This is an optimization exercise on Yosys and OpenROAD, whose aim is small area and a short achievable clock period, not a production implementation. Function was checked by simulation only, so behaviour that the tests miss may differ from the original. Power figures rest on the tool's default switching activity, not on a simulated workload.

==> flow/design.v <==
module if_decode(val, amt, left, fill, opr2);
input  [31:0] val;
input  [4:0]  amt;
input         left, fill;
output [31:0] opr2;
wire [63:0] s = {{32{fill}}, val} >> amt;
genvar i;
generate for (i = 0; i < 32; i = i + 1) begin : rv
    assign opr2[i] = left ? s[31 - i] : s[i];
end endgenerate
endmodule
module execute(x, y, arith, sub, adc, m, cupd, tt_l, rst, c_in, wd_lo, wd_hi, c_out);
input  [31:0] x;       
input  [31:0] y;       
input         arith;   
input         sub;     
input         adc;     
input         m;       
input         cupd;    
input  [3:0]  tt_l;    
input         rst;
input         c_in;
output [31:0] wd_lo;   
output [31:0] wd_hi;   
output        c_out;
wire        dec = m & ~c_in;
wire        c0  = sub | (adc & c_in);
wire [31:0] xs  = dec ? x - 32'd1 : x;
wire [32:0] s33 = {1'b0, xs} + {1'b0, y} + {32'd0, c0};
wire        c31 = s33[31] ^ xs[31] ^ y[31];
wire        borrow = dec & (x[30:0] == 31'd0);
wire [31:0] lg;
genvar i;
generate for (i = 0; i < 32; i = i + 1) begin : lb
    assign lg[i] = y[i] ? (x[i] ? tt_l[3] : tt_l[2]) : (x[i] ? tt_l[1] : tt_l[0]);
end endgenerate
wire [31:0] res = arith ? {s33[31] ^ m, s33[30:0]} : lg;
assign wd_lo = res & {32{~rst}};
assign wd_hi = res | {32{rst}};
wire cin_ref = c31 ^ ~borrow;
assign c_out = m ? ~((cin_ref & x[31]) | (cin_ref & y[31]) | (x[31] & y[31])) :
               cupd ? s33[32] : c_in;
endmodule
module write_back(clk,rst,instr,pos_show,pc,show);
input clk, rst;
input [31:0]instr;
input [3:0]pos_show;
output [3:0]pc;
output reg [15:0]show;
reg [31:0] r_n [1:15];             
reg [3:0]  PC;
reg [3:0]  dest_ex;
reg        we_ex;
reg        c_flag;
reg [31:0] opr1, opr2_raw;
reg [4:0]  amt_ex;
reg        left_ex, fill_ex;
reg        arith_ex, sub_ex, adc_ex, m_ex, cupd_ex;
reg [3:0]  tt_ex;
assign pc = PC;
wire [3:0] op   = instr[24:21];
wire [3:0] rn   = instr[19:16];
wire [3:0] rd   = instr[15:12];
wire [3:0] rm   = instr[3:0];
wire [3:0] rs   = instr[11:8];
wire       imm_form = instr[25];
wire       left = instr[5];
wire inv_a = (op == 4'b0011) | (op == 4'b0111);
wire inv_b = (op == 4'b0010) | (op == 4'b0110);
wire arith = (op[3:2] == 2'b01) | (op[3:1] == 3'b001) | (op[3:1] == 3'b101);
wire sub   = (op == 4'b0010) | (op == 4'b0011);
wire adc   = (op == 4'b0101);
wire m     = (op == 4'b0110) | (op == 4'b0111);
wire cupd  = (op[3:1] == 3'b010) | (op[3:1] == 3'b101);
reg [3:0] tt;                        
always @(*) begin
    case (op)
    4'b0000, 4'b1000: tt = 4'b1000;
    4'b0001, 4'b1001: tt = 4'b0110;
    4'b1100:          tt = 4'b1110;
    4'b1101:          tt = 4'b1100;
    4'b1110:          tt = 4'b0010;
    4'b1111:          tt = 4'b0011;
    default:          tt = 4'b0000;
    endcase
end
wire [32*15-1:0] rflat;
genvar g;
generate for (g = 1; g < 16; g = g + 1) begin : fl
    assign rflat[32*(g-1) +: 32] = ~r_n[g];
end endgenerate
function [31:0] rd_oh(input [15:1] s, input [32*15-1:0] rr);
    integer j;
    begin
        rd_oh = 32'd0;
        for (j = 1; j < 16; j = j + 1)
            rd_oh = rd_oh | ({32{s[j]}} & rr[32*(j-1) +: 32]);
    end
endfunction
function [15:1] onehot(input [3:0] i);
    integer j;
    for (j = 1; j < 16; j = j + 1)
        onehot[j] = (i == j);
endfunction
function [31:0] rev(input [31:0] v);
    integer j;
    for (j = 0; j < 32; j = j + 1)
        rev[j] = v[31 - j];
endfunction
wire [31:0] y;
if_decode shifter(.val(opr2_raw), .amt(amt_ex), .left(left_ex), .fill(fill_ex), .opr2(y));
wire [31:0] wd_lo, wd_hi;            
wire        c_new;
execute alu(.x(opr1), .y(y), .arith(arith_ex), .sub(sub_ex), .adc(adc_ex), .m(m_ex),
            .cupd(cupd_ex), .tt_l(tt_ex), .rst(rst), .c_in(c_flag),
            .wd_lo(wd_lo), .wd_hi(wd_hi), .c_out(c_new));
wire [31:0] rn_val = rd_oh(onehot(rn), rflat);
wire [31:0] rs_val = rd_oh(onehot(rs), rflat);
wire [31:0] rm_val = rd_oh(onehot(rm), rflat);
wire [31:0] ps_val = rd_oh(onehot(pos_show), rflat);
wire        fwd = (dest_ex == rm);
wire [4:0]  amt_reg = (we_ex && dest_ex == rs) ? wd_lo[4:0] : rs_val[4:0];
wire [4:0]  amt = imm_form ? {instr[11:8], 1'b0} : instr[4] ? amt_reg : instr[11:7];
wire [31:0] opr2_val = imm_form ? {24'd0, instr[7:0]} : left ? rev(rm_val) : rm_val;
wire [31:0] opr1_val = (we_ex && dest_ex == rn) ? wd_lo : rn_val;
integer k;
always @(posedge clk) begin
    show     <= ps_val[15:0];
    arith_ex <= arith;
    sub_ex   <= sub;
    adc_ex   <= adc;
    m_ex     <= m;
    cupd_ex  <= cupd;
    tt_ex    <= tt;
    fill_ex  <= inv_b;
    for (k = 1; k < 16; k = k + 1)
        if (rst | (we_ex & dest_ex == k))
            r_n[k] <= ~{wd_lo[31:8],
                     ((k & 8) && k != 15) ? wd_hi[7] : wd_lo[7],
                     ((k & 4) && k != 15) ? wd_hi[6] : wd_lo[6],
                     ((k & 2) && k != 15) ? wd_hi[5] : wd_lo[5],
                     ((k & 1) && k != 15) ? wd_hi[4] : wd_lo[4],
                     wd_lo[3:0]};
    if (rst) begin
        PC       <= 4'd0;
        dest_ex  <= 4'd0;
        we_ex    <= 1'b0;
        c_flag   <= 1'b0;
        opr1     <= {32{inv_a}};
        opr2_raw <= {32{inv_b}};
        amt_ex   <= 5'd0;
        left_ex  <= 1'b0;
    end else begin
        PC       <= PC + 4'd1;
        dest_ex  <= rd;
        we_ex    <= ~op[3] & (rd != 4'd0);
        c_flag   <= c_new;
        opr1     <= opr1_val ^ {32{inv_a}};
        opr2_raw <= (fwd ? wd_lo : opr2_val) ^ {32{inv_b}};
        amt_ex   <= fwd ? 5'd0 : amt;
        left_ex  <= ~fwd & ~imm_form & left;
    end
end
endmodule
==> flow/config.mk <==
export PLATFORM = sky130hd
export DESIGN_NAME = write_back
export DESIGN_NICKNAME = write_back
export VERILOG_FILES = /design/flow/design.v
export SDC_FILE = /design/flow/constraint.sdc
export NUM_CORES = 4
export LEC_CHECK = 0
export ABC_AREA = 1
export CAP_MARGIN = 20
export CORE_MARGIN = 2
export CORE_UTILIZATION = 70
export CTS_CLUSTER_DIAMETER = 100
export CTS_CLUSTER_SIZE = 22
export SLEW_MARGIN = 20
export TNS_END_PERCENT = 100
==> flow/constraint.sdc <==
create_clock -name core_clock -period 10.0 [get_ports {clk}]
set_input_delay 2.0000 -clock core_clock [delete_from_list [all_inputs] [get_ports {clk}]]
set_output_delay 2.0000 -clock core_clock [all_outputs]
set_load 0.01 [all_outputs]
standard.sh (not shown) runs the stock make flow with config.mk's settings and CLKGATE_MAP_FILE= SYNTH_SCRIPT=/design/flow/synth_recipe.tcl, a recipe that flattens the netlist after the stock synthesis.
==> flow/flow/run.sh <==
#!/bin/bash
set -euo pipefail
export SETUP_SLACK_MARGIN=6.1
bash standard.sh > standard_flow.log 2>&1
The first run failed in global routing (5_1_grt).
Edit:
- CORE_UTILIZATION: 70 -> 48
- TNS_END_PERCENT: 100 -> 0
Effect: The changed run finished clean; synthesized area is unchanged; synthesized cell count stays the same.
Edit:
- TNS_END_PERCENT: 0 -> 100
Worst setup slack gains 120 ps.
Non-clock buffer count rises by 55.
Design area is higher by 3.4%.
Total power went up by 1.3%.
Routed wire length goes down by 0.68%.
Clock power barely changes.
Worst hold slack improves by 11 ps.
Fmax went up by 3.0%.
Global-route usage fell by 1.0 points.

-- re-timing with driven ports --
In the flow no input, the clock included, has a driving cell. The finished layouts below were timed again as built, in two steps. Step 1: set_driving_cell puts a clkbuf_16 on clk and a buf_2 on each other input, an assumption about the parent block. Step 2 times the ports against the registers' clock, not the clock port: input delays grow and output delays shrink by t, the midpoint of the rising clock arrivals with the driver on. Slacks: no drivers / after step 1 / after step 2; pairs: no drivers / after step 1.
run | t, ns | setup WS [ns] | worst register clock-pin slew, ns | worst slew at a driven data input, ns
the second run | 0.664 | 5.877 / 5.918 / 5.254 | 0.10 / 0.10 | 0.05
the third run | 0.663 | 5.997 / 6.042 / 5.378 | 0.10 / 0.10 | 0.04
After both steps setup and hold are still met in every run listed. The setup slack of the second run, which loses most, moves by +0.041 ns with the drivers and by -0.623 ns with both steps.
